Context: an optimization exercise on an open-source flow, tuned for small area, a short achievable clock period and few clock cycles per item. The choices shown serve that exercise and are no tape-out recipe.
RTL that was checked went through simulation tests only; none was proved equivalent to the original.
Power figures rest on the tool's default switching activity, not on a simulated workload. The clock port is modelled as an ideal driver; clocking choices that lean on that would not hold on a real chip.

==> inputs of try-xenon <==
==> flow/design.v (excerpt) <==
module fft_computer(
input        i_clk,
input        i_rst_n,
input        i_data_valid,
input [31:0] i_data,
output       o_data_ready,
output       o_data_valid,
output [31:0]o_data,
input        i_data_ready
);
==> flow/config.mk <==
export PLATFORM = sky130hd
export DESIGN_NAME = fft_computer
export DESIGN_NICKNAME = fft_computer
export VERILOG_FILES = /design/flow/design.v
export SDC_FILE = /design/flow/constraint.sdc
export NUM_CORES = 4
export LEC_CHECK = 0
export CAP_MARGIN = 20
export CORE_MARGIN = 2
export CORE_UTILIZATION = 45
export CTS_BUF_LIST = sky130_fd_sc_hd__clkbuf_8
export CTS_CLUSTER_DIAMETER = 60
export CTS_CLUSTER_SIZE = 18
export SLEW_MARGIN = 20
export SYNTH_MEMORY_MAX_BITS = 65536
==> flow/constraint.sdc <==
create_clock -name core_clock -period 10.0 [get_ports {i_clk}]
set_input_delay 2.0000 -clock core_clock [delete_from_list [all_inputs] [get_ports {i_clk}]]
set_output_delay 2.0000 -clock core_clock [all_outputs]
set_load 0.01 [all_outputs]
run.sh (not shown) runs the stock make flow with config.mk's settings and CLKGATE_MAP_FILE= SYNTH_SCRIPT=/design/flow/synth_recipe.tcl, a recipe that flattens the netlist after the stock synthesis.
==> inputs of try-harbor, as changes to try-xenon <==
CTS_CLUSTER_DIAMETER = not set   (was 60)
CTS_CLUSTER_SIZE = 30   (was 18)
==> inputs of try-violet, as changes to try-xenon <==
CTS_BUF_LIST = sky130_fd_sc_hd__clkbuf_16   (was sky130_fd_sc_hd__clkbuf_8)
CTS_CLUSTER_DIAMETER = 70   (was 60)
CTS_CLUSTER_SIZE = 32   (was 18)
==> comparison <==
- Between try-xenon and try-harbor, the lower via count is in try-xenon (gap 5.0%, measured against try-harbor).
- The highest cell count belongs to try-harbor, the lowest to try-violet.
- In synthesized cell count, try-violet and try-xenon do not differ.
- Critical path depth is the same in try-xenon and try-harbor.
- First-iteration DRC count, lowest first: try-harbor, try-xenon, try-violet.
- The highest wire length belongs to try-harbor, the lowest to try-violet.
- Between try-xenon and try-violet, the lower design area is in try-xenon (gap about 1%, measured against try-violet).
==> figures <==
	try-xenon	try-harbor	try-violet
Status	no timing/DRC/antenna violations	no timing/DRC/antenna violations	no timing/DRC/antenna violations
Number of antenna diodes	6	1	2
Clock transition at the register clock pins on the worst setup and hold paths after CTS	0.10 ns	0.06 ns	0.11 ns
Clock Power	4.09 mW	6.88 mW	4.70 mW
Fin area	60200 um2	64000 um2	60800 um2
Top Layer Used	met4	met4	met5
Required @ worst endpoint	10.78 ns	10.85 ns	10.61 ns
Detailed-route vias per instance	4.16	4.11	4.14
Maximum achievable frequency	209 MHz	212 MHz	201 MHz
Met3 demand-to-capacity share in global routing	0.0318	0.0371	0.0268
Share of post-route cells with drive strength above 1	0.0654	0.123	0.0526
Largest vdd supply drop	0.166 mV	0.190 mV	0.182 mV
Final net count	3950	4130	3892
Post-route core utilization	0.495	0.527	0.500
Setup slack, reg-to-reg	5.57 ns	5.59 ns	5.56 ns
Detailed-route wire length per cell	14.2 um	13.9 um	14.2 um
Function was not checked in any run of this note: the RTL went through the layout flow alone.

========
==> inputs of job 5448 <==
Another version of the RTL of fft_computer (not shown whole).
==> flow/config.mk <==
export PLATFORM = sky130hd
export DESIGN_NAME = fft_computer
export DESIGN_NICKNAME = fft_computer
export VERILOG_FILES = /design/flow/design.v
export SDC_FILE = /design/flow/constraint.sdc
export NUM_CORES = 4
export LEC_CHECK = 0
export CAP_MARGIN = 20
export CORE_MARGIN = 2
export CORE_UTILIZATION = 62
export CTS_BUF_LIST = sky130_fd_sc_hd__clkbuf_16
export CTS_CLUSTER_DIAMETER = 70
export CTS_CLUSTER_SIZE = 34
export SLEW_MARGIN = 20
export SYNTH_MEMORY_MAX_BITS = 65536
==> flow/constraint.sdc <==
create_clock -name core_clock -period 10.0 [get_ports {i_clk}]
set_input_delay 2.0000 -clock core_clock [delete_from_list [all_inputs] [get_ports {i_clk}]]
set_output_delay 2.0000 -clock core_clock [all_outputs]
set_load 0.01 [all_outputs]
standard.sh (not shown) runs the stock make flow with config.mk's settings and CLKGATE_MAP_FILE= SYNTH_SCRIPT=/design/flow/synth_recipe.tcl, a recipe that flattens the netlist after the stock synthesis.
==> flow/flow/run.sh <==
#!/bin/bash
# The standard layout (standard.sh) at the same clock period, with:
# - timing repair aimed at a setup slack of SETUP_SLACK_MARGIN ns instead of 0,
# - port buffers started as buf_2 (repair may resize them),
# - clock tree synthesis without dummy load cells.
set -euo pipefail
CTS="-sink_clustering_enable -repair_clock_nets -sink_clustering_size 34 -sink_clustering_max_diameter 70 -buf_list sky130_fd_sc_hd__clkbuf_16 -dont_use_dummy_load"
bash standard.sh SETUP_SLACK_MARGIN=7.0 "BUFFER_PORTS_ARGS=-buffer_cell sky130_fd_sc_hd__buf_2" "CTS_ARGS=$CTS" finish > make.log 2>&1
==> inputs of job 7988, as changes to job 5448 <==
==> flow/flow/run.sh (replaced) <==
#!/bin/bash
# The standard layout (standard.sh) at the same clock period, with:
# - timing repair aimed at a setup slack of SETUP_SLACK_MARGIN ns instead of 0,
# - port buffers started as buf_2 (repair may resize them),
# - clock tree synthesis without dummy load cells.
set -euo pipefail
CTS="-sink_clustering_enable -repair_clock_nets -sink_clustering_size 32 -sink_clustering_max_diameter 70 -buf_list sky130_fd_sc_hd__clkbuf_16 -dont_use_dummy_load"
bash standard.sh SETUP_SLACK_MARGIN=7.0 "BUFFER_PORTS_ARGS=-buffer_cell sky130_fd_sc_hd__buf_2" "CTS_ARGS=$CTS" finish > make.log 2>&1
- CORE_UTILIZATION: 62 -> 60
- CTS_CLUSTER_SIZE: 34 -> 32
==> inputs of job 2451, as changes to job 5448 <==
--- a/flow/flow/run.sh
+++ b/flow/flow/run.sh
@@ -6,3 +6,3 @@
 set -euo pipefail
 CTS="-sink_clustering_enable -repair_clock_nets -sink_clustering_size 34 -sink_clustering_max_diameter 70 -buf_list sky130_fd_sc_hd__clkbuf_16 -dont_use_dummy_load"
-bash standard.sh SETUP_SLACK_MARGIN=7.0 "BUFFER_PORTS_ARGS=-buffer_cell sky130_fd_sc_hd__buf_2" "CTS_ARGS=$CTS" finish > make.log 2>&1
+bash standard.sh SETUP_SLACK_MARGIN=7.1 "BUFFER_PORTS_ARGS=-buffer_cell sky130_fd_sc_hd__buf_2" "CTS_ARGS=$CTS" finish > make.log 2>&1
- CORE_UTILIZATION: 62 -> 60
==> inputs of job 3488, as changes to job 5448 <==
==> flow/flow/run.sh (replaced) <==
#!/bin/bash
# The standard layout (standard.sh) at the same clock period, with:
# - timing repair aimed at a setup slack of SETUP_SLACK_MARGIN ns instead of 0,
# - port buffers started as buf_2 (repair may resize them),
# - clock tree synthesis without dummy load cells.
set -euo pipefail
CTS="-sink_clustering_enable -repair_clock_nets -sink_clustering_size 40 -sink_clustering_max_diameter 50 -buf_list sky130_fd_sc_hd__clkbuf_16 -dont_use_dummy_load"
bash standard.sh SETUP_SLACK_MARGIN=7.0 "BUFFER_PORTS_ARGS=-buffer_cell sky130_fd_sc_hd__buf_2" "CTS_ARGS=$CTS" finish > make.log 2>&1
- CTS_CLUSTER_DIAMETER: 70 -> 50
- CTS_CLUSTER_SIZE: 34 -> 40
==> flow_summary.json <==
{
  "status": "no timing/DRC/antenna violations",
  "max_freq_mhz": 302.7,
  "grt_max_degree": 39,
  "vias_per_cell": 4.557,
  "final_cells": 4762,
  "comb_power_mw": 0.941,
  "cellLeakagePower_nw": 25.25,
  "cp_max_fo": 1,
  "r2r-end": "m[36]",
  "tightest_slew_ns": 0.8232,
  "ir_drop_uv": 238.8,
  "drive_gt1_share_pct": 13.24,
  "num-fill-cells": 5545,
  "p_int_mw": 13.47,
  "p_sw_share_pct": 21.31,
  "dr.first_iter.drc_count": 984,
  "clock_latency_ns": 0.75,
  "regToRegSetupSlack_ns": 6.71,
  "cts_resized": 135
}
(the above is from job 3488)
==> flow_summary.json <==
{
  "clock_latency_ns": 0.66,
  "cp_max_fo": 5,
  "p_sw_share_pct": 20.86,
  "cts_resized": 96,
  "final_cells": 4712,
  "grt_max_degree": 38,
  "ir_drop_uv": 206.0,
  "r2r-end": "m[36]",
  "vias_per_cell": 4.548,
  "status": "no timing/DRC/antenna violations",
  "num-fill-cells": 6102,
  "synth_commonest_cells": "dfxtp_1 (2152), inv_1 (250), fa_1 (223), nand2_1 (163), and2_1 (151)",
  "comb_power_mw": 0.864,
  "cellLeakagePower_nw": 24.69,
  "drive_gt1_share_pct": 10.80,
  "dr.first_iter.drc_count": 1037
}
(the above is from job 7988)
==> flow_summary.json <==
{
  "status": "no timing/DRC/antenna violations",
  "cellLeakagePower_nw": 25.17,
  "comb_power_mw": 1.01,
  "regToRegSetupSlack_ns": 6.69,
  "ir_drop_uv": 232.8,
  "clock_latency_ns": 0.67,
  "startpoint_type": "register",
  "tightest_slew_ns": 0.5531,
  "p_int_mw": 12.87,
  "num-fill-cells": 6006,
  "cp_max_fo": 4,
  "max_freq_mhz": 302.0,
  "vias_per_cell": 4.531,
  "grt_max_degree": 35
}
(the above is from job 2451)
==> flow_summary.json <==
{
  "status": "no timing/DRC/antenna violations",
  "ir_drop_uv": 292.0,
  "num-fill-cells": 5718,
  "grt_max_degree": 38,
  "max_freq_mhz": 304.3,
  "drive_gt1_share_pct": 11.90,
  "p_sw_share_pct": 21.26,
  "cp_max_fo": 1,
  "cts_resized": 120,
  "p_int_mw": 12.81,
  "comb_power_mw": 0.935,
  "dr.first_iter.drc_count": 1101,
  "tightest_slew_ns": 0.8327,
  "cellLeakagePower_nw": 24.77
}
(the above is from job 5448)
Testbench counts of job 5448, summed over its fixed seeds: cycles 8,704, items 4,096.
Testbench counts of job 7988, summed over its fixed seeds: cycles 8,704, items 4,096.
Testbench counts of job 2451, summed over its fixed seeds: cycles 8,704, items 4,096.
Testbench counts of job 3488, summed over its fixed seeds: cycles 8,704, items 4,096.

[re-timing with driven ports]
The flow's constraints put no driver on any port. The routed layouts listed below were extracted and timed again, unchanged, in two steps.
Step 1 (the two cells are an assumption about what drives the block):
set clk [get_ports {i_clk}]
set_driving_cell -lib_cell sky130_fd_sc_hd__clkbuf_16 $clk
set_driving_cell -lib_cell sky130_fd_sc_hd__buf_2 [delete_from_list [all_inputs] $clk]
Step 2 also shifts input and output timing later by t, the mid clock arrival at the registers, as if the neighbouring blocks saw the same clock.
Three values: ideal, step 1, step 2; two values: the first two.
run | t (ns) | setup slack, ns | worst hold slack (ns)
try-xenon | 0.927 | 5.214 / 5.259 / 4.332 | 0.301 / 0.301 / 0.301
try-harbor | 0.992 | 5.277 / 5.320 / 4.329 | 0.267 / 0.267 / 0.267
try-violet | 0.773 | 5.037 / 5.086 / 4.313 | 0.310 / 0.310 / 0.310
job 5448 | 0.697 | 6.713 / 6.646 / 6.464 | 0.274 / 0.274 / 0.274
job 7988 | 0.691 | 6.729 / 6.708 / 6.447 | 0.264 / 0.264 / 0.264
job 2451 | 0.699 | 6.689 / 6.646 / 6.440 | 0.268 / 0.268 / 0.268
job 3488 | 0.751 | 6.697 / 6.629 / 6.428 | 0.287 / 0.287 / 0.287
After both steps every run listed still meets setup and hold. The setup slack of try-harbor, which loses most, moves by +0.043 ns with the drivers and by -0.948 ns with both steps.
